Source: an optimization exercise on an open RTL-to-GDS flow (aim: small area). Production flows keep margins and buffers that such runs may drop. RTL that was checked went through simulation tests only; none was proved equivalent to the original. No functional check of the RTL was part of run 6.

File: flow/run.sh
#!/bin/bash
# synth_recipe.tcl (not shown) runs the flow's synth.tcl, then flattens the netlist and writes it again
# the make line also repeats each setting of config.mk as NAME=value (left out here)
make -C /OpenROAD-flow-scripts/flow DESIGN_CONFIG=/design/flow/config.mk WORK_HOME=/design/flow/orfs CLKGATE_MAP_FILE= SYNTH_SCRIPT=/design/flow/synth_recipe.tcl finish
File: flow/config.mk
export PLATFORM = sky130hd
export DESIGN_NAME = facedet_display
export DESIGN_NICKNAME = facedet_display
export VERILOG_FILES = /design/flow/design.v
export SDC_FILE = /design/flow/constraint.sdc
export NUM_CORES = 4
export LEC_CHECK = 0
export CAP_MARGIN = 20
export CORE_MARGIN = 2
export CORE_UTILIZATION = 45
export PLACE_DENSITY = 0.6
export SLEW_MARGIN = 20
File: flow/constraint.sdc
create_clock -name core_clock -period 12.0 [get_ports {clk}]
set_input_delay 2.4000 -clock core_clock [delete_from_list [all_inputs] [get_ports {clk}]]
set_output_delay 2.4000 -clock core_clock [all_outputs]
set_load 0.01 [all_outputs]
File: flow/design.v
`timescale 1ns / 1ps
module VGA(
    input wire CLK25,
    input wire rst,
    input wire rez_160x120,
    input wire rez_320x240,
    output reg hsync,
    output reg vsync,
    output wire nblank,
    output reg activeArea,
    output wire nsync,
    output wire [11:0] hcnt_out,
    output wire [11:0] vcnt_out
    );
    localparam HM = 799;
    localparam HD = 640;
    localparam HF = 16;
    localparam HB = 48;
    localparam HR = 96;
    localparam VM = 524;
    localparam VD = 480;
    localparam VF = 10;
    localparam VB = 33;
    localparam VR = 2;
    localparam POS_X = 240;
    localparam POS_Y = 180;
    localparam WIDTH = 160;
    localparam HEIGHT = 120;
    reg [9:0] Hcnt;
    reg [9:0] Vcnt;
    wire video;
    assign hcnt_out = {2'b00, Hcnt};
    assign vcnt_out = {2'b00, Vcnt};
    always @(posedge CLK25) begin
        if (rst) begin
            Hcnt <= 10'b0000000000;
            Vcnt <= 10'b1000001000;
        end
        else if (Hcnt == HM) begin
            Hcnt <= 10'b0000000000;
            if (Vcnt == VM)
                Vcnt <= 10'b0000000000;
            else
                Vcnt <= Vcnt + 1;
        end
        else begin
            Hcnt <= Hcnt + 1;
        end
        if ((Hcnt >= POS_X) && (Hcnt < POS_X + WIDTH) && (Vcnt >= POS_Y) && (Vcnt < POS_Y + HEIGHT))
            activeArea <= 1'b1;
        else
            activeArea <= 1'b0;
    end
    always @(posedge CLK25) begin
        if (rst)
            hsync <= 1'b0;
        else if (Hcnt >= (HD + HF) && Hcnt <= (HD + HF + HR - 1))
            hsync <= 1'b0;
        else
            hsync <= 1'b1;
    end
    always @(posedge CLK25) begin
        if (rst)
            vsync <= 1'b0;
        else if (Vcnt >= (VD + VF) && Vcnt <= (VD + VF + VR - 1))
            vsync <= 1'b0;
        else
            vsync <= 1'b1;
    end
    assign nsync = 1'b1;
    assign video = (Hcnt < HD) && (Vcnt < VD);
    assign nblank = video;
endmodule
`timescale 1ns / 1ps
module integral_image_display(
        input rst,
        input clk_vga,
        output vga_hsync,
        output vsync_out,
        output nblank,
        output nsync,
        output [11:0] rgb,
        output [14:0] rd_addr,
        input  [19:0] ii_rddata,
        output [11:0] hcnt_out,
        output [11:0] vcnt_out
    );
    localparam
    II_WIDTH = 160,
    II_HEIGHT = 120;
    reg [14:0] ii_address;  
    reg [3:0] ii_z_buff [II_WIDTH - 1 : 0];  
    integer i;
    reg [3:0] row_buff;
    reg [7:0] col_ctr;
    reg [3:0] bw_reg;
    wire active_area;
    wire vsync;
    reg vsync_z, vsync_z_z, vsync_z_z_z, active_area_z, active_area_z_z, active_area_z_z_z;
    assign rd_addr = ii_address;
    assign rgb = {bw_reg[3:0], bw_reg[3:0], bw_reg[3:0]};
    assign vsync_out = vsync_z_z;
    VGA u1_VGA(
        .rst(rst),
        .CLK25(clk_vga),
        .rez_160x120(1),
        .rez_320x240(0),
        .hsync(vga_hsync),
        .vsync(vsync),
        .nblank(nblank),
        .nsync(nsync),
        .activeArea(active_area),
        .hcnt_out(hcnt_out),
        .vcnt_out(vcnt_out)
    );
    always @(posedge clk_vga) begin
        if (rst) begin
            ii_address <= 0;
        end
        else begin
            if (vsync == 0) begin
                ii_address <= 0;
            end
            else if(active_area) begin
                ii_address <= ii_address + 1;
            end
            vsync_z <= vsync;
            vsync_z_z <= vsync_z;
            vsync_z_z_z <= vsync_z_z;
            active_area_z <= active_area;
            active_area_z_z <= active_area_z;
            active_area_z_z_z <= active_area_z_z;
        end
    end
    always @(posedge clk_vga) begin
        if (rst) begin
            for (i = 0 ; i < II_WIDTH ; i = i + 1) begin
                ii_z_buff[i] <= 0;
            end
            row_buff <= 0;
            col_ctr <= 0;
        end
        else begin
            if (vsync_z_z_z == 0) begin  
                for (i = 0 ; i < II_WIDTH ; i = i + 1) begin
                    ii_z_buff[i] <= 0;
                end
                row_buff <= 0;
                    col_ctr <= 0;
            end
            else if(active_area_z_z_z) begin
                if (col_ctr == II_WIDTH - 1) begin
                    row_buff <=  ii_rddata - ii_z_buff[II_WIDTH - 1];
                    bw_reg <= ii_rddata - ii_z_buff[II_WIDTH - 1] - row_buff;
                    for (i = II_WIDTH - 1; i > 0 ; i = i - 1) begin
                        ii_z_buff[i] <= ii_z_buff[i - 1];
                    end
                    ii_z_buff[0] <= ii_rddata;
                    col_ctr <= 0;
                end
                else begin
                    bw_reg <= ii_rddata - ii_z_buff[II_WIDTH - 1] - row_buff;  
                    row_buff <= ii_rddata - ii_z_buff[II_WIDTH - 1];  
                    for (i = II_WIDTH - 1; i > 0 ; i = i - 1) begin
                        ii_z_buff[i] <= ii_z_buff[i - 1];
                    end
                    ii_z_buff[0] <= ii_rddata;
                    col_ctr <= col_ctr + 1;
                end
            end
            else begin
                bw_reg <= 0;
            end
        end
    end
endmodule
`timescale 1ns / 1ps
module draw(
    input wire rst,
    input wire pclk,
    input wire [11:0] hcount_in,
    input wire hsync_in,
    input wire hblnk_in,
    input wire [11:0] vcount_in,
    input wire vsync_in,
    input wire vblnk_in,
    input wire [11:0] rgb_in,
    input wire detected_flag,
    input wire continuous,
    output reg [11:0] hcount_out,
    output reg hsync_out,
    output reg hblnk_out,
    output reg [11:0] vcount_out,
    output reg vsync_out,
    output reg vblnk_out,
    output reg [11:0] rgb_out,
    output reg nblank_out
    );
    reg [11:0] rgb_out_nxt;
    localparam RECTANGLE_X_POSITION = 100;
    localparam RECTANGLE_Y_POSITION = 100;
    localparam RECTANGLE_HEIGHT = 100;
    localparam RECTANGLE_WIDTH = 100;
    localparam RECTANGLE_COLOUR_NOT_CONTINUOUS = 12'hf_f_0;
    localparam RECTANGLE_COLOUR_CONTINUOUS = 12'h0_0_f;
    localparam CIRCLE_X_POSITION = 500;
    localparam CIRCLE_Y_POSITION = 150;
    localparam CIRCLE_RADIUS = 50;
    localparam CIRCLE_COLOUR_DETECTED = 12'h0_f_0;
    localparam CIRCLE_COLOUR_NOT_DETECTED = 12'hf_0_0;
    always @(posedge pclk) begin
        if (rst) begin
        hcount_out <= 0;
        hsync_out <= 0;
        hblnk_out <= 0;
        vcount_out <= 0;
        vsync_out <= 0;
        vblnk_out <= 0;
        rgb_out <= 0;
        nblank_out <= 0;
        end
        else begin
        hcount_out <= hcount_in;
        hsync_out <= hsync_in;
        hblnk_out <= hblnk_in;
        vcount_out <= vcount_in;
        vsync_out <= vsync_in;
        vblnk_out <= vblnk_in;
        rgb_out <= rgb_out_nxt;
        nblank_out <= !(hblnk_in || vblnk_in);
        end        
    end
    always @* begin
        if (hcount_in >= RECTANGLE_X_POSITION
            && hcount_in < (RECTANGLE_X_POSITION + RECTANGLE_WIDTH)
            && vcount_in >= RECTANGLE_Y_POSITION
            && vcount_in <= (RECTANGLE_Y_POSITION+RECTANGLE_HEIGHT)) begin 
            if (continuous) begin
                rgb_out_nxt = RECTANGLE_COLOUR_CONTINUOUS;         
            end
            else begin
                rgb_out_nxt = RECTANGLE_COLOUR_NOT_CONTINUOUS;
            end
        end
        else if ((hcount_in-CIRCLE_X_POSITION)*(hcount_in-CIRCLE_X_POSITION) + (vcount_in-CIRCLE_Y_POSITION)*(vcount_in-CIRCLE_Y_POSITION) <= CIRCLE_RADIUS) begin
            if (detected_flag) begin
                rgb_out_nxt = CIRCLE_COLOUR_DETECTED;
            end
            else begin
                rgb_out_nxt = CIRCLE_COLOUR_NOT_DETECTED;
            end
        end
        else begin
            rgb_out_nxt = rgb_in;  
        end
    end
endmodule
`timescale 1ns / 1ps
module facedet_display(
    input wire clk,
    input wire rst,
    output wire [14:0] rd_addr,
    input wire [19:0] ii_rddata,
    input wire detected_flag,
    input wire continuous,
    output wire vga_hsync,
    output wire vga_vsync,
    output wire [3:0] vga_r,
    output wire [3:0] vga_g,
    output wire [3:0] vga_b
    );
    wire [11:0] disp2draw_hcnt;
    wire disp2draw_nblank;
    wire [11:0] disp2draw_rgb;
    wire [11:0] disp2draw_vcnt;
    wire disp2draw_hsync;
    wire disp2draw_vsync;
    wire [11:0] draw2rgb_data;
    wire draw2RGB_nblank;
    integral_image_display u1_integral_image_display(
        .rst(rst),
        .clk_vga(clk),
        .vga_hsync(disp2draw_hsync),
        .vsync_out(disp2draw_vsync),
        .nblank(disp2draw_nblank),
        .nsync(),
        .rgb(disp2draw_rgb),
        .rd_addr(rd_addr),
        .ii_rddata(ii_rddata),
        .hcnt_out(disp2draw_hcnt),
        .vcnt_out(disp2draw_vcnt)
    );
    draw ul_draw(
        .rst(rst),
        .pclk(clk),
        .hcount_in(disp2draw_hcnt),
        .vcount_in(disp2draw_vcnt),
        .hsync_in(disp2draw_hsync),
        .vsync_in(disp2draw_vsync),
        .hblnk_in(!disp2draw_nblank),
        .vblnk_in(!disp2draw_nblank),
        .rgb_in(disp2draw_rgb),
        .hsync_out(vga_hsync),
        .vsync_out(vga_vsync),
        .rgb_out(draw2rgb_data),
        .nblank_out(draw2RGB_nblank),
        .detected_flag(detected_flag),
        .continuous(continuous),
        .hblnk_out(),
        .vblnk_out(),
        .vcount_out(),
        .hcount_out()
    );
    assign vga_r = draw2RGB_nblank ? draw2rgb_data[11:8] : 4'b0000;
    assign vga_g = draw2RGB_nblank ? draw2rgb_data[7:4] : 4'b0000;
    assign vga_b = draw2RGB_nblank ? draw2rgb_data[3:0] : 4'b0000;
endmodule
==> metrics.md, run 1 <==
| Metric | Value |
|---|---|
| Post-synth net total | `4967` |
| Post-synthesis cell type count | `79` |
| RSZ-0062 raised after global routing | `no` |
| Layout cells sized above 1 | `5.15%` |
| Clock root buffer | `clkbuf_16` |
| Placed instance area | `0.0450 mm²` |
| Congestion Overflow GR | `0` |
| Period utilization | `95.2%` |
| Initial DRC Count | `1628` |
| Clk slew on worst S/H paths | `60 ps` |
| CTS tree | `yes` |
| R2R Path Start | `u1_integral_image_display.u1_VGA.Vcnt[1]$_SDFFE_PP0P_` |
| Worst setup SP type | `register` |
| First-pass GRT wire length | `138 mm` |
| CTS Buf Count | `76` |
| Vias in the first global route | `26400` |
| Fmax | `0.0875 GHz` |
| Share of flip-flops with an asynchronous set or reset | `0%` |
| DRC viols | `0` |
| Max_cap viols | `0` |
| Cell Area, Synth | `0.0433 mm²` |
| Largest net degree at the start of global routing | `246` |
| Seq cells post-synth | `707` |
| Sink Count | `707` |
| Most common cell after layout, fill and taps aside | `nor2_1` |
| Cells after Synth | `4200` |
| Worst hold stages | `0` |
| CP most frequent cell | `fa_1` |
| Multi-input logic area | `0.0260 mm²` |
| CP max stage delay | `680 ps` |
| Most frequent cells in the layout | `769 x nor2_1, 697 x dfxtp_1, 651 x mux2i_1` |
| Number of H-tree levels | `3` |
| Vias per cell | `4.83` |
| Core area | `0.0952 mm²` |
| Worst skew pair latency | `640 ps` |
| Total GRT Usage | `17.3%` |
| Count of pins over their slew limit | `0` |
| Die Width | `314 µm` |
| Largest registers | `u1_integral_image_display.ii_z_buff x640, u1_integral_image_display.ii_address x15, ul_draw.rgb_out x12` |
| Post-synthesis sequential area ratio | `32.9%` |
| Slew @ Worst Pin | `1180 ps` |
| Avg Inst Size Synth | `10.3 µm²` |
| Routed Antenna Nets | `0` |
| Worst r2r path cells | `38` |
| Initial antenna violation count | `0` |
| Reg area | `0.0143 mm²` |
| Final #Nets | `4962` |
| Setup Crit Path Kind | `reg2reg` |
| Top_reg_cell synth | `dfxtp_1` |
| IO buf count | `36` |
| Post-synth EDFFs | `10` |
| Die area | `0.0987 mm²` |
| CP Data Arrival Time | `11940 ps` |
| Post-route minimum period | `11430 ps` |
| Setup Skew | `44.8 ps` |
| Rel. slew slack | `21.4%` |
| Worst R2R Setup Slack | `570 ps` |
| Bufs and invs on worst path | `10` |
| Worst Hold Slack | `417 ps` |
| Initial Util | `45.5%` |
| Finished Cell Area | `0.0476 mm²` |
| Total number of vias | `26700` |
| # setup viols final | `0` |
| Final Hold Vio Count | `0` |
| CP delay by family, top | `adder cells` |
| Max reg flops | `640` |
| Outcome | `no timing/DRC/antenna violations` |
| Largest Register | `u1_integral_image_display.ii_z_buff` |
| P&R area growth vs syn | `10.1%` |
| Longest Clk Path Bufs | `3` |
| Pre-CTS setup slack | `548 ps` |
| Routability congestion estimate | `0.910` |
| Hold Startpoint | `u1_integral_image_display.active_area_z_z$_DFFE_PN_` |
| R2r endpoint | `ul_draw.rgb_out[2]$_SDFF_PP0_` |
| CP max stage cell | `fa_2` |
| Dpl hpwl | `62.5 mm` |
| Fill count | `8781` |
| Min-delay worst type | `reg2reg` |
| Rows | `113` |
| Chip height | `314 µm` |
| Fin worst setup slack | `573 ps` |
| Ys Warns | `6` |
| Setup TNS | `0 ps` |
| Critical Path RT | `12510 ps` |
| CTS Hold Bufs | `0` |
| CP endpoint kind | `register` |
| Drt total wl | `83.0 mm` |
| Pre-antenna DRT Iters | `5` |
| WL/cell | `15.0 µm` |
| Hold EP | `u1_integral_image_display.active_area_z_z_z$_DFFE_PN_` |
| Worst Path Max Fanout | `12` |
| Ports | `53` |
==> what timing repair did <==
action | in CTS | in global routing
buffers inserted | 0 | 3
resized for setup | 0 | 4
endpoints found under the setup margin | 0 | 12
endpoints found under the hold margin | 0 | 0
==> how the worst max path moves through the flow <==
stage	from	to	slack, ps	depth (start not counted)
global placement	u1_integral_image_display.u1_VGA.Vcnt[1]$_SDFFE_PP0P_	ul_draw.rgb_out[10]$_SDFF_PP0_	650	38
CTS	u1_integral_image_display.u1_VGA.Vcnt[1]$_SDFFE_PP0P_	ul_draw.rgb_out[2]$_SDFF_PP0_	510	38
finish	u1_integral_image_display.u1_VGA.Vcnt[1]$_SDFFE_PP0P_	ul_draw.rgb_out[2]$_SDFF_PP0_	570	38
global route	u1_integral_image_display.u1_VGA.Vcnt[1]$_SDFFE_PP0P_	ul_draw.rgb_out[2]$_SDFF_PP0_	60	38
detailed placement	u1_integral_image_display.u1_VGA.Vcnt[1]$_SDFFE_PP0P_	ul_draw.rgb_out[10]$_SDFF_PP0_	550	38
floorplan	u1_integral_image_display.u1_VGA.Vcnt[2]$_SDFFE_PP0P_	ul_draw.rgb_out[11]$_SDFF_PP0_	1110	39
==> cells in the mapped netlist (21+ instances only) <==
library cell	number	area, µm²
a21o_1	21	158
a21oi_1	47	235
buf_1	49	184
clkbuf_1	121	454
dfxtp_1	697	14000
fa_1	503	10100
ha_1	240	3000
inv_1	612	2300
mux2i_1	651	6520
nand2_1	110	413
nor2_1	769	2890
o21ai_0	39	195
xnor2_1	73	639
xor2_1	40	350
==> final cells by class <==
| class | instances | area share [%] |
|---|---|---|
| diodes | 1 | 0.00525 |
| inverters | 618 | 4.88 |
| flip-flops and latches | 707 | 29.9 |
| clock inverters | 29 | 0.877 |
| well taps | 1265 | 3.32 |
| clock buffers | 110 | 4.53 |
| repair buffers | 100 | 1.93 |
| multi-input cells | 2692 | 54.5 |
==> metal layers <==
layer / up-vias / part of all wire [%] / global-route usage, % / wire length (µm)
li1: 13200 / - / - / -
met1: 12900 / 48 / 25.2 / 40200
met2: 418 / 45 / 26.4 / 37300
met3: 96 / 5.0 / 3.25 / 4110
met4: 0 / 1.7 / 4.02 / 1430
met5: - / 0 / 0 / 0
==> stage by stage <==
| stage | utilization [%] | std cells |
|---|---|---|
| 6_report | 50.1 | 5522 |
| 4_1_cts | 50.0 | 5516 |
| 3_3_place_gp | 47.2 | 5377 |
| 3_5_place_dp | 47.2 | 5377 |
| 2_1_floorplan | - | 4200 |
| 5_1_grt | 50.1 | 5521 |
==> cell families (layout without fill, tap and decap cells) <==
| kind of cell | count (synthesis) | count (layout) | synth area share (%) |
|---|---|---|---|
| simple gates | 996 | 996 | 9.35 |
| compound gates | 187 | 187 | 2.99 |
| fa+ha+maj | 743 | 743 | 30.2 |
| mux | 652 | 652 | 15.1 |
| xor+xnor | 114 | 114 | 2.34 |
| flops | 707 | 707 | 32.9 |
| other cells | 0 | 1 | 0 |
| buf+inv | 801 | 857 | 7.09 |
==> inputs of run 2 (changes only) <==
==> flow/design.v (replaced) <==
`timescale 1ns / 1ps
module facedet_display(
    input wire clk,
    input wire rst,
    output wire [14:0] rd_addr,
    input wire [19:0] ii_rddata,
    input wire detected_flag,
    input wire continuous,
    output wire vga_hsync,
    output wire vga_vsync,
    output wire [3:0] vga_r,
    output wire [3:0] vga_g,
    output wire [3:0] vga_b
    );
    reg [9:0] hcnt;
    reg [9:0] vcnt;
    always @(posedge clk) begin
        if (rst) begin
            hcnt <= 10'd0;
            vcnt <= 10'd520;
        end else if (hcnt == 10'd799) begin
            hcnt <= 10'd0;
            vcnt <= (vcnt == 10'd524) ? 10'd0 : vcnt + 10'd1;
        end else begin
            hcnt <= hcnt + 10'd1;
        end
    end
    wire rows = (vcnt >= 10'd180) && (vcnt < 10'd300);
    wire addr_en = rows && (hcnt >= 10'd241) && (hcnt <= 10'd400);
    wire data_en = rows && (hcnt >= 10'd244) && (hcnt <= 10'd403);
    wire addr_clr = ((vcnt == 10'd490) && (hcnt != 10'd0)) || (vcnt >= 10'd491);
    reg [14:0] ii_address;
    always @(posedge clk) begin
        if (addr_clr)
            ii_address <= 15'd0;
        else if (addr_en)
            ii_address <= ii_address + 15'd1;
    end
    assign rd_addr = ii_address;
    reg [639:0] ring;
    wire [3:0] above = ring[639:636];
    wire [3:0] feed = data_en ? ii_rddata[3:0] : (vcnt[9] ? 4'd0 : above);
    always @(posedge clk)
        ring <= {ring[635:0], feed};
    wire [3:0] diff = ii_rddata[3:0] - above;
    reg [3:0] row_buff;
    reg [3:0] bw_reg;
    always @(posedge clk) begin
        if (vcnt[9])
            row_buff <= 4'd0;
        else if (data_en)
            row_buff <= diff;
        bw_reg <= data_en ? diff - row_buff : 4'd0;
    end
    wire rect = (hcnt >= 10'd100) && (hcnt < 10'd200) && (vcnt >= 10'd100) && (vcnt <= 10'd200);
    wire [9:0] dx = hcnt - 10'd500;
    wire [9:0] dy = vcnt - 10'd150;
    wire near = ((dx <= 10'd7) || (dx >= 10'd1017)) && ((dy <= 10'd7) || (dy >= 10'd1017));
    wire [2:0] ax = dx[9] ? 3'd0 - dx[2:0] : dx[2:0];
    wire [2:0] ay = dy[9] ? 3'd0 - dy[2:0] : dy[2:0];
    wire [6:0] r2 = ax * ax + ay * ay;
    wire dot = near && (r2 <= 7'd50);
    reg xr, xg, xb;
    reg [3:0] grey;
    reg hs, vs;
    always @(posedge clk) begin
        xr <= (rect && !continuous) || (!rect && dot && !detected_flag);
        xg <= (rect && !continuous) || (!rect && dot && detected_flag);
        xb <= rect && continuous;
        grey <= bw_reg;
        hs <= !((hcnt >= 10'd657) && (hcnt <= 10'd752));
        vs <= !((vcnt == 10'd491) || ((vcnt == 10'd490) && (hcnt >= 10'd3)) ||
                ((vcnt == 10'd492) && (hcnt < 10'd3)));
    end
    assign vga_hsync = hs;
    assign vga_vsync = vs;
    assign vga_r = {4{xr}} | grey;
    assign vga_g = {4{xg}} | grey;
    assign vga_b = {4{xb}} | grey;
endmodule
--- a/flow/config.mk
+++ b/flow/config.mk
@@ -7,6 +7,8 @@
 export LEC_CHECK = 0
 export CAP_MARGIN = 20
 export CORE_MARGIN = 2
-export CORE_UTILIZATION = 45
-export PLACE_DENSITY = 0.6
+export CORE_UTILIZATION = 70
+export CTS_BUF_LIST = sky130_fd_sc_hd__clkbuf_8
+export CTS_CLUSTER_SIZE = 30
+export PLACE_DENSITY = 0.8
 export SLEW_MARGIN = 20
==> run 2 against run 1 <==
Critical endpoint is now bw_reg[3]$_SDFF_PN0_. Critical path depth shrank 27. Sequential share of layout area grew 42 points. Utilization grew 32 points. Hold slack lost 100 ps. Still clean.
==> metrics.md, run 2 <==
| Metric | Value |
|---|---|
| Worst Hold Slack | `316 ps` |
| Largest registers | `ring x640, ii_address x15` |
| Yosys top cell by area | `dfxtp_1` |
| Top cells by count, synth | `692 x dfxtp_1, 55 x nor2_1, 31 x inv_1` |
| Largest family of logic cells by synthesized area | `simple AND/OR/NAND/NOR gates` |
| CTS tree | `yes` |
| Cell Area, Synth | `0.0164 mm²` |
| Complex-gate fraction of the synthesized area | `3.77%` |
| Most frequent cell after synthesis | `dfxtp_1` |
| Non-Filler Instances | `1589` |
| Total placed cells including tap cells | `1416` |
| Slew @ Worst Pin | `719 ps` |
| Post-synthesis sequential area ratio | `84.2%` |
| Most common cell after layout, fill and taps aside | `dfxtp_1` |
| Cells after Synth | `1083` |
| Seq cells post-synth | `692` |
| Dpl hpwl | `12.5 mm` |
| Die Width | `157 µm` |
| Post-synthesis cell type count | `60` |
| Count of pins over their slew limit | `0` |
| Congestion Overflow GR | `0` |
| Critical Path RT | `12500 ps` |
| Dominant cells by area after synthesis | `dfxtp_1 84%, ha_1 2.1%, nor2_1 1.3%` |
| Period utilization | `35.7%` |
| Clk slew on worst S/H paths | `70 ps` |
| RSZ-0062 raised after global routing | `no` |
| Worst Path Max Fanout | `3` |
| Chip height | `157 µm` |
| Avg Inst Size Synth | `15.2 µm²` |
| Most frequent cells in the layout | `692 x dfxtp_1, 126 x clkbuf_8, 55 x inv_1, 55 x nor2_1, 36 x clkdlybuf4s50_1` |
| Worst setup SP type | `primary input` |
| Ys Warns | `1` |
| Routability congestion estimate | `0.842` |
| CP Data Arrival Time | `4780 ps` |
| Sink Count | `692` |
| Min-delay worst type | `reg2reg` |
| Synth Area in XOR/XNOR | `1.65%` |
| Clock root buffer | `clkbuf_8` |
| Fill count | `1123` |
| Routed Antenna Nets | `0` |
| Worst r2r path cells | `15` |
| Longest Clk Path Bufs | `3` |
| Layout cells sized above 1 | `13.9%` |
| P&R area growth vs syn | `16.7%` |
| Initial Util | `70.7%` |
| Initial antenna violation count | `1` |
| CP endpoint kind | `register` |
| Pre-CTS setup slack | `7210 ps` |
| Post-synth EDFFs | `0` |
| Post-CTS Setup Bufs | `0` |
| Ports | `53` |
| Setup Skew | `19.5 ps` |
| CTS Buf Count | `93` |
| Post-CTS Resized | `0` |
| Post-Synth Simple-Gate Area | `5.66%` |
| Fmax | `0.234 GHz` |
| Rel. slew slack | `52.0%` |
| Worst skew pair latency | `610 ps` |
| CTS Hold Bufs | `0` |
| Synth Area in Adders | `2.62%` |
| Post-route minimum period | `4280 ps` |
| Total GRT Usage | `22.6%` |
| Die area | `0.0247 mm²` |
| Initial DRC Count | `476` |
| Core area | `0.0233 mm²` |
| Setup Crit Path Kind | `in2reg` |
| Outcome | `no timing/DRC/antenna violations` |
| Largest net degree at the start of global routing | `26` |
| Share of flip-flops with an asynchronous set or reset | `0%` |
| IO buf count | `36` |
| Rows | `56` |
| Top_reg_cell synth | `dfxtp_1` |
| Top-area cell type share of the netlist area | `84.2%` |
| Number of H-tree levels | `3` |
| Pre-antenna DRT Iters | `5` |
| Max_cap viols | `0` |
| Fin worst setup slack | `7720 ps` |
| Vias per cell | `4.86` |
| Vias in the first global route | `8284` |
| Final #Nets | `1248` |
| Post-synth net total | `1139` |
| Largest Register | `ring` |
| First-pass GRT wire length | `42.7 mm` |
| Final Hold Vio Count | `0` |
| Max reg flops | `640` |
| # setup viols final | `0` |
| Setup TNS | `0 ps` |
| Drt total wl | `26.5 mm` |
| Post-synthesis mux area share | `0.578%` |
| Total number of vias | `7719` |
| Worst hold stages | `0` |
| DRC viols | `0` |
| WL/cell | `16.7 µm` |
==> run 2: cell types whose count changed in the layout (fill, tap and decap cells not counted), sizes merged, moves of 21 or more <==
cell,change
buf,-62
xor2,-26
inv,-559
nor2,-714
xnor2,-56
nand2,-89
mux2i,-646
o21ai,-30
a21oi,-21
ha,-212
fa,-499
==> run 2: worst max-delay path: stages <==
cell,delay [ps]
clkdlybuf4s50_1,450
inv_1,60
ha_1,200
inv_1,90
fa_1,480
ha_1,300
a21o_1,170
a21oi_1,230
xnor2_1,180
xnor2_1,150
nor2_1,50
==> run 2: layout make-up <==
| type | instances | area [µm²] | share of cell area [%] |
|---|---|---|---|
| Clock inverter | 46 | 354 | 1.85 |
| Inverter | 31 | 116 | 0.607 |
| Timing Repair Buffer | 38 | 375 | 1.96 |
| Tap cell | 319 | 399 | 2.08 |
| Clock buffer | 126 | 1730 | 9.04 |
| Sequential cell | 692 | 13900 | 72.2 |
| Multi-Input combinational cell | 336 | 2350 | 12.2 |
| Antenna cell | 1 | 2.50 | 0.0130 |
==> run 2: cell families (layout without fill, tap and decap cells) <==
kind of cell             count (synthesis)  count (layout)
AO/OA/AOI/OAI                           88              88
other                                    0               1
flip-flops                             692             692
buffers and inverters                   55             241
adder cells (fa/ha/maj)                 32              32
XOR/XNOR                                31              31
AND/OR/NAND/NOR                        176             176
multiplexers                             9               9
==> run 2: per-layer routing <==
layer  vias to the layer above  GRT usage [%]  share of wire (%)
li1                       3777              -                  -
met1                      3657           27.9                 43
met2                       207           37.2                 49
met3                        78           5.15                4.1
met4                         0           11.8                3.6
met5                         -              0                  0
==> run 2: path summary, 6_finish.rpt <==
check	startpoint	to	slack, ps
hold reg to reg	ring[577]$_DFF_P_	ring[581]$_DFF_P_	320
setup reg to reg	hcnt[4]$_SDFF_PP0_	xg$_DFF_P_	7740
hold / removal	ring[577]$_DFF_P_	ring[581]$_DFF_P_	320
setup / recovery	ii_rddata[0]	bw_reg[3]$_SDFF_PN0_	7720
==> run 2: metrics by stage <==
step	utilization, %	area, µm²
5_1_grt	82.4	19200
6_report	82.5	19200
2_1_floorplan	-	16400
3_5_place_dp	73.5	17100
4_1_cts	82.4	19200
3_3_place_gp	73.5	17100
==> inputs of run 3 (changes only) <==
--- a/flow/config.mk
+++ b/flow/config.mk
@@ -7,8 +7,8 @@
 export LEC_CHECK = 0
 export CAP_MARGIN = 20
 export CORE_MARGIN = 2
-export CORE_UTILIZATION = 70
-export CTS_BUF_LIST = sky130_fd_sc_hd__clkbuf_8
-export CTS_CLUSTER_SIZE = 30
-export PLACE_DENSITY = 0.8
+export CORE_UTILIZATION = 45
+export CTS_CLUSTER_DIAMETER = 50
+export CTS_CLUSTER_SIZE = 40
+export PLACE_DENSITY = 0.6
 export SLEW_MARGIN = 20
==> run 3 against run 2 <==
Still clean on timing, DRC and antenna. Fmax grew 1.4%. Wire length shrank 27%. Cell count rose by 3.1%. Critical path depth stayed put. Non-clock buffer count did not move.
==> metrics.md, run 3 <==
| Metric | Value |
|---|---|
| CP Data Arrival Time | `4670 ps` |
| Top-area cell type share of the netlist area | `84.2%` |
| Rel. slew slack | `56.7%` |
| DRC viols | `0` |
| Dpl hpwl | `10.9 mm` |
| Outcome | `no timing/DRC/antenna violations` |
| Congestion Overflow GR | `0` |
| Total placed cells including tap cells | `1565` |
| Post-CTS Setup Bufs | `0` |
| Total GRT Usage | `10.5%` |
| Post-synthesis sequential area ratio | `84.2%` |
| Layout cells sized above 1 | `8.71%` |
| Final #Nets | `1195` |
| Initial antenna violation count | `0` |
| Ys Warns | `1` |
| Die area | `0.0381 mm²` |
| Final Hold Vio Count | `0` |
| Routability congestion estimate | `0.788` |
| Worst skew pair latency | `570 ps` |
| Max reg flops | `640` |
| Top cells by count, synth | `692 x dfxtp_1, 55 x nor2_1, 31 x inv_1` |
| Post-synth net total | `1139` |
| Top_reg_cell synth | `dfxtp_1` |
| Avg Inst Size Synth | `15.2 µm²` |
| RSZ-0062 raised after global routing | `no` |
| Cells after Synth | `1083` |
| Critical Path RT | `12440 ps` |
| Largest Register | `ring` |
| Setup TNS | `0 ps` |
| Share of flip-flops with an asynchronous set or reset | `0%` |
| Longest Clk Path Bufs | `3` |
| Most frequent cell after synthesis | `dfxtp_1` |
| IO buf count | `36` |
| Max_cap viols | `0` |
| N_diodes | `0` |
| Slew @ Worst Pin | `649 ps` |
| Total number of vias | `7009` |
| Most frequent cells in the layout | `692 x dfxtp_1, 55 x nor2_1, 41 x clkbuf_16` |
| Vias in the first global route | `6709` |
| Drt total wl | `19.4 mm` |
| Min-delay worst type | `reg2reg` |
| Worst setup SP type | `primary input` |
| Worst Path Max Fanout | `3` |
| Chip height | `195 µm` |
| Initial DRC Count | `388` |
| Largest registers | `ring x640, ii_address x15` |
| Post-route minimum period | `4220 ps` |
| Count of pins over their slew limit | `0` |
| Core area | `0.0363 mm²` |
| Seq cells post-synth | `692` |
| Placed instance area | `0.0173 mm²` |
| Number of H-tree levels | `2` |
| Rows | `70` |
| Sink Count | `692` |
| Post-synthesis cell type count | `60` |
| Cell Area, Synth | `0.0164 mm²` |
| First-pass GRT wire length | `33.6 mm` |
| Fmax | `0.237 GHz` |
| Dominant cells by area after synthesis | `dfxtp_1 84%, ha_1 2.1%, nor2_1 1.3%` |
| Setup Crit Path Kind | `in2reg` |
| Clk slew on worst S/H paths | `120 ps` |
| CTS Hold Bufs | `0` |
| Initial Util | `45.3%` |
| Fill count | `2976` |
| CTS tree | `yes` |
| Ports | `53` |
| Finished Cell Area | `0.0190 mm²` |
| # setup viols final | `0` |
| CTS Buf Count | `40` |
| Most common cell after layout, fill and taps aside | `dfxtp_1` |
| WL/cell | `11.8 µm` |
| Die Width | `195 µm` |
| Setup Skew | `44.8 ps` |
| Post-synth EDFFs | `0` |
| Non-Filler Instances | `1639` |
| CP endpoint kind | `register` |
| P&R area growth vs syn | `15.4%` |
| Post-CTS Resized | `0` |
| Clock root buffer | `clkbuf_16` |
| Routed Antenna Nets | `0` |
| Vias per cell | `4.28` |
| Pre-antenna DRT Iters | `4` |
| Period utilization | `35.2%` |
| Yosys top cell by area | `dfxtp_1` |
| Largest net degree at the start of global routing | `39` |
## run 3: cell families after synthesis
kind of cell / count (synthesis) / share of synthesized area, %
flip-flops: 692 / 84.2
AND/OR/NAND/NOR: 176 / 5.66
AO/OA/AOI/OAI: 88 / 3.77
multiplexers: 9 / 0.578
adder cells (fa/ha/maj): 32 / 2.62
XOR/XNOR: 31 / 1.65
buffers and inverters: 55 / 1.48
## run 3: cell type report
cell class / count / area, µm² / share of cell area (%)
flip-flops and latches: 692 / 13900 / 73.0
multi-input cells: 336 / 2350 / 12.4
clock buffers: 41 / 1030 / 5.41
clock inverters: 33 / 672 / 3.54
well taps: 468 / 586 / 3.09
repair buffers: 38 / 375 / 1.98
inverters: 31 / 116 / 0.613
## run 3: layer usage
metal / global-route usage [%] / part of all wire, % / routed length [µm] / up-vias
li1: - / - / - / 3630
met1: 16.3 / 55 / 10700 / 3236
met2: 14.0 / 38 / 7290 / 102
met3: 2.57 / 4.3 / 840 / 41
met4: 4.18 / 2.8 / 547 / 0
met5: 0 / 0 / 0 / -
## run 3: per-stage QoR
stage	setup slack, ps	hold WS (ps)	utilization (%)
6_report	7780	303	52.3
5_1_grt	7410	303	52.3
4_1_cts	7770	306	52.3
3_5_place_dp	7200	312	47.7
3_3_place_gp	7170	311	47.7
2_1_floorplan	7810	310	-
## run 3: final timing paths
check | cells past startpoint | slack (ps) | endpoint | startpoint
worst min register to register | 0 | 300 | ring[4]$_DFF_P_ | ring[0]$_DFF_P_
worst max register to register | 15 | 7790 | xg$_DFF_P_ | hcnt[4]$_SDFF_PP0_
worst min-delay path | 0 | 300 | ring[4]$_DFF_P_ | ring[0]$_DFF_P_
worst max-delay path | 11 | 7780 | bw_reg[3]$_SDFF_PN0_ | ii_rddata[0]
## run 3: critical path: stages
cell and delay, ps:
clkdlybuf4s50_1 460, inv_1 50, ha_1 190, inv_1 80, fa_1 470, ha_1 300, a21o_1 180, a21oi_1 180
xnor2_1 150, xnor2_1 150, nor2_1 50
==> inputs of run 4 (changes only) <==
--- a/flow/config.mk
+++ b/flow/config.mk
@@ -8,7 +8,7 @@
 export CAP_MARGIN = 20
 export CORE_MARGIN = 2
 export CORE_UTILIZATION = 45
-export CTS_CLUSTER_DIAMETER = 50
-export CTS_CLUSTER_SIZE = 40
+export CTS_CLUSTER_DIAMETER = 100
+export CTS_CLUSTER_SIZE = 30
 export PLACE_DENSITY = 0.6
 export SLEW_MARGIN = 20
==> run 4 against run 3 <==
Cell count decreased by 2.7%. Setup slack better by 7.5 ps. Utilization shrank 2.7 points. First-iteration DRC count up 6.7%. Critical path depth grew 4. Wire length decreased by 2.4%. Non-clock buffer count unchanged. Critical path type is now reg2reg. Critical endpoint is now xg$_DFF_P_.
==> metrics.md, run 4 <==
| Metric | Value |
|---|---|
| Largest Register | `ring` |
| Placed instance area | `0.0173 mm²` |
| RSZ-0062 raised after global routing | `no` |
| Fmax | `0.237 GHz` |
| Congestion Overflow GR | `0` |
| Vias per cell | `4.32` |
| Largest net degree at the start of global routing | `31` |
| Dominant cells by area after synthesis | `dfxtp_1 84%, ha_1 2.1%, nor2_1 1.3%` |
| Routed Antenna Nets | `0` |
| CTS Buf Count | `27` |
| Ports | `53` |
| Max_cap viols | `0` |
| Post-synthesis sequential area ratio | `84.2%` |
| Ys Warns | `1` |
| Slew @ Worst Pin | `638 ps` |
| First-pass GRT wire length | `33.0 mm` |
| Cells after Synth | `1083` |
| CTS Hold Bufs | `0` |
| N_diodes | `0` |
| Worst Path Max Fanout | `16` |
| Initial Util | `45.3%` |
| Total GRT Usage | `10.3%` |
| CP endpoint kind | `register` |
| Post-synth net total | `1139` |
| Top-area cell type share of the netlist area | `84.2%` |
| CP Data Arrival Time | `4690 ps` |
| Setup Skew | `9.98 ps` |
| Clk slew on worst S/H paths | `110 ps` |
| Worst setup SP type | `register` |
| Seq cells post-synth | `692` |
| Initial antenna violation count | `0` |
| Layout cells sized above 1 | `5.15%` |
| Post-route minimum period | `4220 ps` |
| Share of flip-flops with an asynchronous set or reset | `0%` |
| Sink Count | `692` |
| Setup Crit Path Kind | `reg2reg` |
| Most common cell after layout, fill and taps aside | `dfxtp_1` |
| Pre-antenna DRT Iters | `5` |
| Post-CTS Setup Bufs | `0` |
| Avg Inst Size Synth | `15.2 µm²` |
| Critical Path RT | `12480 ps` |
| # setup viols final | `0` |
| Post-synthesis cell type count | `60` |
| Most frequent cell after synthesis | `dfxtp_1` |
| Number of H-tree levels | `1` |
| Chip height | `195 µm` |
| Yosys top cell by area | `dfxtp_1` |
| Die Width | `195 µm` |
| Longest Clk Path Bufs | `3` |
| CTS tree | `yes` |
| Vias in the first global route | `6605` |
| Worst skew pair latency | `570 ps` |
| Min-delay worst type | `reg2reg` |
| Finished Cell Area | `0.0180 mm²` |
| Initial DRC Count | `414` |
| Total number of vias | `6898` |
| Outcome | `no timing/DRC/antenna violations` |
| WL/cell | `11.9 µm` |
| Worst R2R Setup Slack | `7780 ps` |
| Count of pins over their slew limit | `0` |
| Post-synth EDFFs | `0` |
| Largest registers | `ring x640, ii_address x15` |
| Post-CTS Resized | `0` |
| Top_reg_cell synth | `dfxtp_1` |
| Dpl hpwl | `10.9 mm` |
| DRC viols | `0` |
| Period utilization | `35.1%` |
| Cell Area, Synth | `0.0164 mm²` |
| Die area | `0.0381 mm²` |
| Rows | `70` |
| Top cells by count, synth | `692 x dfxtp_1, 55 x nor2_1, 31 x inv_1` |
| Rel. slew slack | `57.4%` |
| Setup TNS | `0 ps` |
| Clock root buffer | `clkbuf_16` |
| Routability congestion estimate | `0.788` |
| IO buf count | `36` |
| P&R area growth vs syn | `9.53%` |
| Max reg flops | `640` |
| Drt total wl | `18.9 mm` |
| Final Hold Vio Count | `0` |
| Final #Nets | `1182` |
| Most frequent cells in the layout | `692 x dfxtp_1, 55 x nor2_1, 36 x clkdlybuf4s50_1` |
| Core area | `0.0363 mm²` |
-- run 4: worst paths after layout --
path | startpoint | endpoint | depth (start not counted)
min reg2reg | ring[344]$_DFF_P_ | ring[348]$_DFF_P_ | 0
min | ring[344]$_DFF_P_ | ring[348]$_DFF_P_ | 0
max reg2reg | hcnt[4]$_SDFF_PP0_ | xg$_DFF_P_ | 15
max | hcnt[4]$_SDFF_PP0_ | xg$_DFF_P_ | 15
-- run 4: critical path: stages (launching register included) --
cell and delay (ps):
dfxtp_1 680, nand4_1 370, nor3b_1 310, xnor2_1 270, mux2i_1 310, inv_1 80
ha_1 180, inv_1 50, o31ai_1 80, fa_1 460, ha_1 240, fa_1 380
xor2_1 150, o211ai_1 140, nand4_1 130, o32ai_1 270
-- run 4: cell families after synthesis --
logic type	count (synthesis)	share of synthesized area, %
xor gates and xnor gates	31	1.65
AOI/OAI and AO/OA	88	3.77
buffers and inverters	55	1.48
muxes	9	0.578
DFF	692	84.2
and+or+nand+nor	176	5.66
adders and majority gates	32	2.62
-- run 4: cell type report --
| cell class | count | area [µm²] |
|---|---|---|
| Timing Repair Buffer | 38 | 375 |
| Fill cell | 3070 | 18300 |
| Clock buffer | 27 | 676 |
| Sequential cell | 692 | 13900 |
| Inverter | 31 | 116 |
| Tap cell | 468 | 586 |
| Multi-Input combinational cell | 336 | 2350 |
| Clock inverter | 3 | 56.3 |
-- run 4: metrics by stage --
step / utilization, % / hold WS, ps / std cells / worst slack, ps
final: 49.7 / 321 / 1595 / 7780
after global routing: 49.7 / 321 / 1595 / 7390
after CTS: 49.7 / 321 / 1595 / 7760
after detailed placement: 47.7 / 312 / 1565 / 7200
after global placement: 47.7 / 311 / 1565 / 7170
after floorplan: - / 310 / 1083 / 7810
-- run 4: per-layer routing --
layer  part of all wire, %  track usage [%]  up-vias  wire length [µm]
li1                      -                -     3574                 -
met3                   4.2             2.12       36               790
met4                   2.4             3.31        0               448
met5                     0                0        -                 0
met2                    38             13.9      108              7150
met1                    56             16.3     3180             10500
==> inputs of run 5 (changes only) <==
--- a/flow/config.mk
+++ b/flow/config.mk
@@ -8,7 +8,5 @@
 export CAP_MARGIN = 20
 export CORE_MARGIN = 2
 export CORE_UTILIZATION = 45
-export CTS_CLUSTER_DIAMETER = 100
-export CTS_CLUSTER_SIZE = 30
 export PLACE_DENSITY = 0.6
 export SLEW_MARGIN = 20
==> run 5 against run 4 <==
Fmax is 0.21% higher. Final area grew 7.3%. Clock skew up 8.9 ps. Highest routed layer unchanged. Wire length is 7.8% higher. Critical path depth unchanged. Critical path type unchanged. Utilization up 3.6 points. Still clean. Cell count is 5.1% higher.
==> metrics.md, run 5 <==
| Metric | Value |
|---|---|
| Outcome | `no timing/DRC/antenna violations` |
| CP Data Arrival Time | `4700 ps` |
| Initial DRC Count | `351` |
| Min-delay worst type | `reg2reg` |
| Largest net degree at the start of global routing | `26` |
| Routability congestion estimate | `0.788` |
| Chip height | `195 µm` |
| Ys Warns | `1` |
| Cells after Synth | `1083` |
| Post-synthesis cell type count | `60` |
| DRC viols | `0` |
| Number of H-tree levels | `2` |
| Ports | `53` |
| Drt total wl | `20.4 mm` |
| Worst hold stages | `0` |
| Critical Path Stages | `15` |
| Total placed cells including tap cells | `1565` |
| CTS Hold Bufs | `0` |
| Post-synthesis sequential area ratio | `84.2%` |
| Dominant cells by area after synthesis | `dfxtp_1 84%, ha_1 2.1%, nor2_1 1.3%` |
| Fmax | `0.238 GHz` |
| Period utilization | `35.1%` |
| Most common cell after layout, fill and taps aside | `dfxtp_1` |
| Most frequent cell after synthesis | `dfxtp_1` |
| Fill count | `2940` |
| CP max stage delay | `660 ps` |
| Initial antenna violation count | `0` |
| Largest Register | `ring` |
| Vias in the first global route | `7028` |
| Final Hold Vio Count | `0` |
| Post-CTS Resized | `0` |
| Routed Antenna Nets | `0` |
| Die Width | `195 µm` |
| Top cells by count, synth | `692 x dfxtp_1, 55 x nor2_1, 31 x inv_1` |
| Cell Area, Synth | `0.0164 mm²` |
| Pre-antenna DRT Iters | `5` |
| Initial Util | `45.3%` |
| Worst setup SP type | `register` |
| Post-Synth Simple-Gate Area | `5.66%` |
| Post-synthesis mux area share | `0.578%` |
| Rel. slew slack | `56.6%` |
| N_diodes | `0` |
| Longest Clk Path Bufs | `3` |
| Non-Filler Instances | `1677` |
| Setup Skew | `18.9 ps` |
| Vias per cell | `4.27` |
| CP max stage cell | `dfxtp_1` |
| CTS Buf Count | `60` |
| First-pass GRT wire length | `35.1 mm` |
| Congestion Overflow GR | `0` |
| Synth Area in XOR/XNOR | `1.65%` |
| Worst r2r path cells | `15` |
| Rows | `70` |
| Clock root buffer | `clkbuf_16` |
| CP delay by family, top | `adder cells` |
| CTS tree | `yes` |
| Worst skew pair latency | `600 ps` |
| CP endpoint kind | `register` |
| Post-CTS Setup Bufs | `0` |
| Largest registers | `ring x640, ii_address x15` |
| Dpl hpwl | `10.9 mm` |
| Total number of vias | `7161` |
| Sink Count | `692` |
| CP Cell Sequence | `nand4_1 -> nor3b_1 -> xnor2_1 -> mux2i_1 -> inv_1 -> ha_1 -> inv_1 -> o31ai_1 -> fa_1 -> ha_1 -> fa_1 -> xor2_1 -> o211ai_1 -> nand4_1 -> o32ai_1` |
| Post-route minimum period | `4210 ps` |
| Top-area cell type share of the netlist area | `84.2%` |
| Max_cap viols | `0` |
| P&R area growth vs syn | `17.5%` |
| Total GRT Usage | `11.2%` |
| Synth Area in Adders | `2.62%` |
| Final #Nets | `1215` |
| Worst Path Max Fanout | `16` |
| Core area | `0.0363 mm²` |
| Complex-gate fraction of the synthesized area | `3.77%` |
| Avg Inst Size Synth | `15.2 µm²` |
| Clk slew on worst S/H paths | `60 ps` |
| Layout cells sized above 1 | `10.3%` |
| Seq cells post-synth | `692` |
| Setup Crit Path Kind | `reg2reg` |
| Slew @ Worst Pin | `650 ps` |
| Count of pins over their slew limit | `0` |
| Bufs and invs on worst path | `2` |
| Final core utilization | `53.3%` |
| Max reg flops | `640` |
| # setup viols final | `0` |
| Post-synth EDFFs | `0` |
| Yosys top cell by area | `dfxtp_1` |
| IO buf count | `36` |
| Die area | `0.0381 mm²` |
| RSZ-0062 raised after global routing | `no` |
| Largest family of logic cells by synthesized area | `simple AND/OR/NAND/NOR gates` |
| Critical Path RT | `12500 ps` |
| WL/cell | `12.2 µm` |
| Setup TNS | `0 ps` |
| Post-synth net total | `1139` |
| Share of flip-flops with an asynchronous set or reset | `0%` |
| Top_reg_cell synth | `dfxtp_1` |
| Most frequent cells in the layout | `692 x dfxtp_1, 61 x clkbuf_16, 55 x nor2_1` |
[run 5: cell counts after synthesis]
No cell type changed its count.
[run 5: path summary, 6_finish.rpt]
check,startpoint,end,slack [ps]
max,hcnt[4]$_SDFF_PP0_,xg$_DFF_P_,7790
min,ring[464]$_DFF_P_,ring[468]$_DFF_P_,310
max reg2reg,hcnt[4]$_SDFF_PP0_,xg$_DFF_P_,7790
min reg2reg,ring[464]$_DFF_P_,ring[468]$_DFF_P_,310
[run 5: cells by family (layout without fill, tap and decap cells)]
kind of cell,count (synthesis),count (layout)
muxes,9,9
and+or+nand+nor,176,176
DFF,692,692
adders and majority gates,32,32
xor gates and xnor gates,31,31
buffers and inverters,55,181
AOI/OAI and AO/OA,88,88
[run 5: stage by stage]
step / setup slack, ps / area (µm²) / hold slack [ps]
after floorplan: 7810 / 16400 / 310
after global placement: 7170 / 17300 / 311
after detailed placement: 7200 / 17300 / 312
after CTS: 7760 / 19300 / 309
after global routing: 7400 / 19300 / 321
final: 7790 / 19300 / 308
[run 5: layer usage]
layer  up-vias  global-route usage [%]  wire length (µm)
met4         0                    5.15               644
met1      3290                    16.5             10900
met2       137                    14.8              7780
li1       3684                       -                 -
met5         -                       0                 0
met3        50                    3.78              1090
[run 5: area by class of cell]
class / count / area (µm²) / share of cell area, %
Clock buffer: 88 / 1750 / 9.05
Clock inverter: 24 / 297 / 1.53
Inverter: 31 / 116 / 0.602
Multi-Input combinational cell: 336 / 2350 / 12.1
Sequential cell: 692 / 13900 / 71.7
Tap cell: 468 / 586 / 3.03
Timing Repair Buffer: 38 / 375 / 1.94
==> inputs of run 6 (changes only) <==
==> flow/design.v (replaced) <==
`timescale 1ns / 1ps
module facedet_display(
    input wire clk,
    input wire rst,
    output wire [14:0] rd_addr,
    input wire [19:0] ii_rddata,
    input wire detected_flag,
    input wire continuous,
    output wire vga_hsync,
    output wire vga_vsync,
    output wire [3:0] vga_r,
    output wire [3:0] vga_g,
    output wire [3:0] vga_b
    );
    reg [9:0] hpos;
    reg [9:0] vcnt;
    always @(posedge clk) begin
        if (rst) begin
            hpos <= 10'd15;
            vcnt <= 10'd520;
        end else if (hpos == 10'd814) begin
            hpos <= 10'd15;
            vcnt <= (vcnt == 10'd524) ? 10'd0 : vcnt + 10'd1;
        end else begin
            hpos <= hpos + 10'd1;
        end
    end
    wire rows = ((vcnt >= 10'd180) && (vcnt <= 10'd299));
    wire addr_en = rows && ((hpos >= 10'd256) && (hpos <= 10'd415));
    wire data_en = rows && ((hpos >= 10'd259) && (hpos <= 10'd418));
    wire addr_clr = ((vcnt == 10'd490) && (hpos != 10'd15)) || ((vcnt >= 10'd491) && (vcnt <= 10'd524));
    reg [9:0] addr_hi;
    always @(posedge clk) begin
        if (addr_clr)
            addr_hi <= 10'd0;
        else if (addr_en && (hpos[4:0] == 5'd31))
            addr_hi <= addr_hi + 10'd1;
    end
    assign rd_addr = {addr_hi, addr_en ? hpos[4:0] : 5'd0};
    reg [639:0] ring;
    wire [3:0] above = ring[639:636];
    wire [3:0] feed = data_en ? ii_rddata[3:0] : (addr_clr ? 4'd0 : above);
    always @(posedge clk)
        ring <= {ring[635:0], feed};
    wire [3:0] diff = ii_rddata[3:0] - above;
    reg [3:0] row_buff;
    reg [3:0] bw_reg;
    reg [3:0] grey;
    always @(posedge clk) begin
        if (addr_clr)
            row_buff <= 4'd0;
        else if (data_en)
            row_buff <= diff;
        bw_reg <= data_en ? diff - row_buff : 4'd0;
        grey <= bw_reg;
    end
    reg cont_q, det_q;
    always @(posedge clk) begin
        cont_q <= continuous;
        det_q <= detected_flag;
    end
    wire rect = ((hpos >= 10'd116) && (hpos <= 10'd215)) && ((vcnt >= 10'd100) && (vcnt <= 10'd200));
    wire dot =
        ((vcnt == 10'd143) && ((hpos >= 10'd515) && (hpos <= 10'd517))) ||
        ((vcnt == 10'd144) && ((hpos >= 10'd513) && (hpos <= 10'd519))) ||
        ((vcnt == 10'd145) && ((hpos >= 10'd511) && (hpos <= 10'd521))) ||
        ((vcnt == 10'd146) && ((hpos >= 10'd511) && (hpos <= 10'd521))) ||
        ((vcnt == 10'd147) && ((hpos >= 10'd510) && (hpos <= 10'd522))) ||
        ((vcnt == 10'd148) && ((hpos >= 10'd510) && (hpos <= 10'd522))) ||
        ((vcnt == 10'd149) && ((hpos >= 10'd509) && (hpos <= 10'd523))) ||
        ((vcnt == 10'd150) && ((hpos >= 10'd509) && (hpos <= 10'd523))) ||
        ((vcnt == 10'd151) && ((hpos >= 10'd509) && (hpos <= 10'd523))) ||
        ((vcnt == 10'd152) && ((hpos >= 10'd510) && (hpos <= 10'd522))) ||
        ((vcnt == 10'd153) && ((hpos >= 10'd510) && (hpos <= 10'd522))) ||
        ((vcnt == 10'd154) && ((hpos >= 10'd511) && (hpos <= 10'd521))) ||
        ((vcnt == 10'd155) && ((hpos >= 10'd511) && (hpos <= 10'd521))) ||
        ((vcnt == 10'd156) && ((hpos >= 10'd513) && (hpos <= 10'd519))) ||
        ((vcnt == 10'd157) && ((hpos >= 10'd515) && (hpos <= 10'd517)));
    wire xr = (rect && !cont_q) || (dot && !det_q);
    wire xg = (rect && !cont_q) || (dot && det_q);
    wire xb = rect && cont_q;
    assign vga_hsync = !((hpos >= 10'd673) && (hpos <= 10'd768));
    assign vga_vsync = !((vcnt == 10'd491) || ((vcnt == 10'd490) && ((hpos >= 10'd19) && (hpos <= 10'd814))) ||
                         ((vcnt == 10'd492) && ((hpos >= 10'd15) && (hpos <= 10'd18))));
    assign vga_r = {4{xr}} | grey;
    assign vga_g = {4{xg}} | grey;
    assign vga_b = {4{xb}} | grey;
endmodule
--- a/flow/config.mk
+++ b/flow/config.mk
@@ -8,5 +8,7 @@
 export CAP_MARGIN = 20
 export CORE_MARGIN = 2
 export CORE_UTILIZATION = 45
+export CTS_CLUSTER_DIAMETER = 200
+export CTS_CLUSTER_SIZE = 30
 export PLACE_DENSITY = 0.6
 export SLEW_MARGIN = 20
==> run 6 against run 5 <==
Area after synthesis fell by 3.9%. Synthesized cell count shrank 6.7%. First-iteration DRC count increased by 27%. Setup slack lost 1600 ps. Critical path depth is 7 lower. Highest routed layer unchanged. Cell count decreased by 9.9%. Sequential share of layout area grew 7.4 points. Still clean on timing, DRC and antenna.
==> metrics.md, run 6 <==
| Metric | Value |
|---|---|
| CP max stage delay | `540 ps` |
| Die area | `0.0366 mm²` |
| Drt total wl | `18.4 mm` |
| Reg area | `0.0137 mm²` |
| Top cells by count, synth | `684 x dfxtp_1, 39 x nand2_1, 35 x nor2_1` |
| Cells after Synth | `1010` |
| DRC viols | `0` |
| Critical Path RT | `9600 ps` |
| Share of flip-flops with an asynchronous set or reset | `0%` |
| Ys Warns | `1` |
| Post-route minimum period | `5790 ps` |
| Outcome | `no timing/DRC/antenna violations` |
| Complex-gate fraction of the synthesized area | `3.27%` |
| Yosys top cell by area | `dfxtp_1` |
| Ports | `53` |
| Worst setup SP type | `register` |
| Dominant cells by area after synthesis | `dfxtp_1 87%, ha_1 1.3%, nand2_1 0.93%` |
| Routed Antenna Nets | `0` |
| Initial DRC Count | `445` |
| DR WL met3 | `852 µm` |
| N_diodes | `0` |
| RSZ-0062 raised after global routing | `no` |
| Longest Clk Path Bufs | `3` |
| Worst R2R Setup Slack | `9170 ps` |
| WL met2 | `6.71 mm` |
| Final core utilization | `50.1%` |
| Largest family of logic cells by synthesized area | `simple AND/OR/NAND/NOR gates` |
| Largest Register | `ring` |
| Most common cell after layout, fill and taps aside | `dfxtp_1` |
| Seq cells post-synth | `684` |
| Period utilization | `48.3%` |
| CTS tree | `yes` |
| Post-Synth Simple-Gate Area | `5.62%` |
| Total number of vias | `6451` |
| Pre-antenna DRT Iters | `5` |
| Number of H-tree levels | `1` |
| Top Metal Used | `met4` |
| Vias in the first global route | `6002` |
| CP Cell Sequence | `ha_1 -> or3_1 -> nand4_1 -> a2111oi_0 -> nor4_2 -> a41oi_1 -> or2_1 -> clkdlybuf4s50_1` |
| Synth Area in Adders | `1.52%` |
| CP max stage cell | `a2111oi_0` |
| Core area | `0.0345 mm²` |
| Die Width | `191 µm` |
| Pre-CTS setup slack | `6840 ps` |
| Total GRT Usage | `10.1%` |
| Post-synth net total | `1052` |
| Congestion Overflow GR | `0` |
| Fin worst setup slack | `6210 ps` |
| Post-synthesis sequential area ratio | `86.6%` |
| Cell Area, Synth | `0.0158 mm²` |
| CTS Hold Bufs | `0` |
| Routability congestion estimate | `0.861` |
| DRT met1 WL | `10.3 mm` |
| Largest net degree at the start of global routing | `31` |
| Sink Count | `684` |
| Hold EP | `ring[101]$_DFF_P_` |
| Slew @ Worst Pin | `1020 ps` |
| Hold Startpoint | `ring[97]$_DFF_P_` |
| Avg Inst Size Synth | `15.7 µm²` |
| Worst skew pair latency | `570 ps` |
| Dpl hpwl | `10.2 mm` |
| Setup Crit Path Kind | `reg2out` |
| Fill count | `2990` |
| First-pass GRT wire length | `30.6 mm` |
| IO buf count | `36` |
| Min-delay worst type | `reg2reg` |
| Most frequent cells in the layout | `684 x dfxtp_1, 39 x nand2_1, 36 x clkdlybuf4s50_1` |
| Initial Util | `45.8%` |
| CP endpoint kind | `primary output` |
| Rel. slew slack | `31.8%` |
| CP delay by family, top | `compound AO/OA/AOI/OAI gates` |
| Chip height | `191 µm` |
| Synth Area in XOR/XNOR | `1.33%` |
| Count of pins over their slew limit | `0` |
| Rows | `68` |
| Clock root buffer | `clkbuf_16` |
| R2r endpoint | `row_buff[3]$_SDFFE_PP0P_` |
| Post-synth EDFFs | `0` |
| Post-synthesis cell type count | `60` |
| CTS Buf Count | `26` |
| Max reg flops | `640` |
| Vias per cell | `4.27` |
| Top-area cell type share of the netlist area | `86.6%` |
| Critical Path Stages | `8` |
| Multi-input logic area | `0.00193 mm²` |
| Max_cap viols | `0` |
| Post-CTS Resized | `0` |
| Most frequent cell after synthesis | `dfxtp_1` |
| Worst Path Max Fanout | `8` |
| CP Data Arrival Time | `3390 ps` |
| Bufs and invs on worst path | `1` |
| Top_reg_cell synth | `dfxtp_1` |
| Post-synthesis mux area share | `0.459%` |
| Initial antenna violation count | `0` |
| Worst r2r path cells | `6` |
| # setup viols final | `0` |
| Setup Skew | `28.7 ps` |
| Final #Nets | `1098` |
| P&R area growth vs syn | `9.57%` |
| Final Hold Vio Count | `0` |
| WL/cell | `12.1 µm` |
| Clk slew on worst S/H paths | `120 ps` |
| Layout cells sized above 1 | `4.64%` |
| R2R Path Start | `vcnt[2]$_SDFFE_PP0P_` |
| Worst hold stages | `0` |
| Post-CTS Setup Bufs | `0` |
| Setup TNS | `0 ps` |
| Fmax | `0.173 GHz` |
## run 6: changes by cell type in the layout (fill, tap and decap cells not counted), sizes merged, moves of 12 or more
cell / before / now
ha: 28 / 16
nand2: 21 / 39
or4: 13 / 1
a21oi: 26 / 13
nor2: 55 / 38
clkinv: 16 / 1
clkbuf: 88 / 27
## run 6: per-stage QoR
step | std cells | area, µm² | hold slack (ps)
2_1_floorplan | 1010 | 15800 | 310
3_3_place_gp | 1483 | 16600 | 311
3_5_place_dp | 1483 | 16600 | 312
4_1_cts | 1511 | 17300 | 312
5_1_grt | 1511 | 17300 | 321
6_report | 1511 | 17300 | 308
## run 6: worst reg2reg max path, delay by kind of cell (launching register included)
family / cells / cell delay (ps)
multiplexers: 1 / 300
AO/OA/AOI/OAI: 4 / 1820
flip-flops: 1 / 510
AND/OR/NAND/NOR: 1 / 40
## run 6: how the worst max path moves through the flow
stage	to	slack, ps	startpoint
after global placement	vga_g[2]	6860	hpos[0]$_SDFF_PP1_
after detailed placement	vga_r[3]	6840	hpos[0]$_SDFF_PP1_
final	vga_r[3]	6210	hpos[0]$_SDFF_PP1_
after floorplan	vga_g[0]	7680	vcnt[0]$_SDFFE_PP0P_
after global routing	vga_r[3]	5940	vcnt[7]$_SDFFE_PP0P_
after CTS	vga_r[3]	6180	hpos[0]$_SDFF_PP1_
## run 6: layout make-up
class,count,share of cell area [%]
Timing Repair Buffer,36,2.08
Inverter,23,0.498
Tap cell,455,3.29
Multi-Input combinational cell,285,11.1
Sequential cell,684,79.1
Clock buffer,27,3.90
Clock inverter,1,0.0506
## run 6: per-layer routing
| layer | up-vias | track usage (%) |
|---|---|---|
| li1 | 3323 | - |
| met1 | 2976 | 16.5 |
| met2 | 117 | 13.1 |
| met3 | 35 | 1.95 |
| met4 | 0 | 3.49 |
| met5 | - | 0 |
## run 6: cell families (layout without fill, tap and decap cells)
family | Yosys count | in the layout
flops | 684 | 684
buf+inv | 41 | 87
mux | 7 | 7
simple gates | 162 | 162
compound gates | 74 | 74
xor+xnor | 24 | 24
fa+ha+maj | 18 | 18

[static timing again, ports no longer ideal]
How much do the figures lean on ideal ports? The routed layouts below were timed once more, with nothing changed but the port constraints. Step 1 sets driving cells, clkbuf_16 on the clock port and buf_2 on the other inputs (assumed; they add their load-dependent delay and slew). Step 2 also shifts input and output timing later by t, the mid clock arrival at the registers, as if the neighbouring blocks saw the same clock. a / b / c = no drivers / after step 1 / after step 2; a / b = the first two.
run	t (ns)	slack for setup (ns)	worst setup path at the end
run 1	0.684	0.573 / 0.573 / 0.573	register to register
run 2	0.642	7.718 / 7.736 / 7.094	input to register
run 3	0.599	7.777 / 7.789 / 7.199	input to register
run 4	0.618	7.784 / 7.784 / 7.207	input to register
run 5	0.645	7.793 / 7.793 / 7.193	input to register
run 6	0.602	6.207 / 6.159 / 6.761	register to output
After both steps setup and hold are still met in every run listed. The setup slack of run 2, which loses most, moves by +0.018 ns with the drivers and by -0.624 ns with both steps.
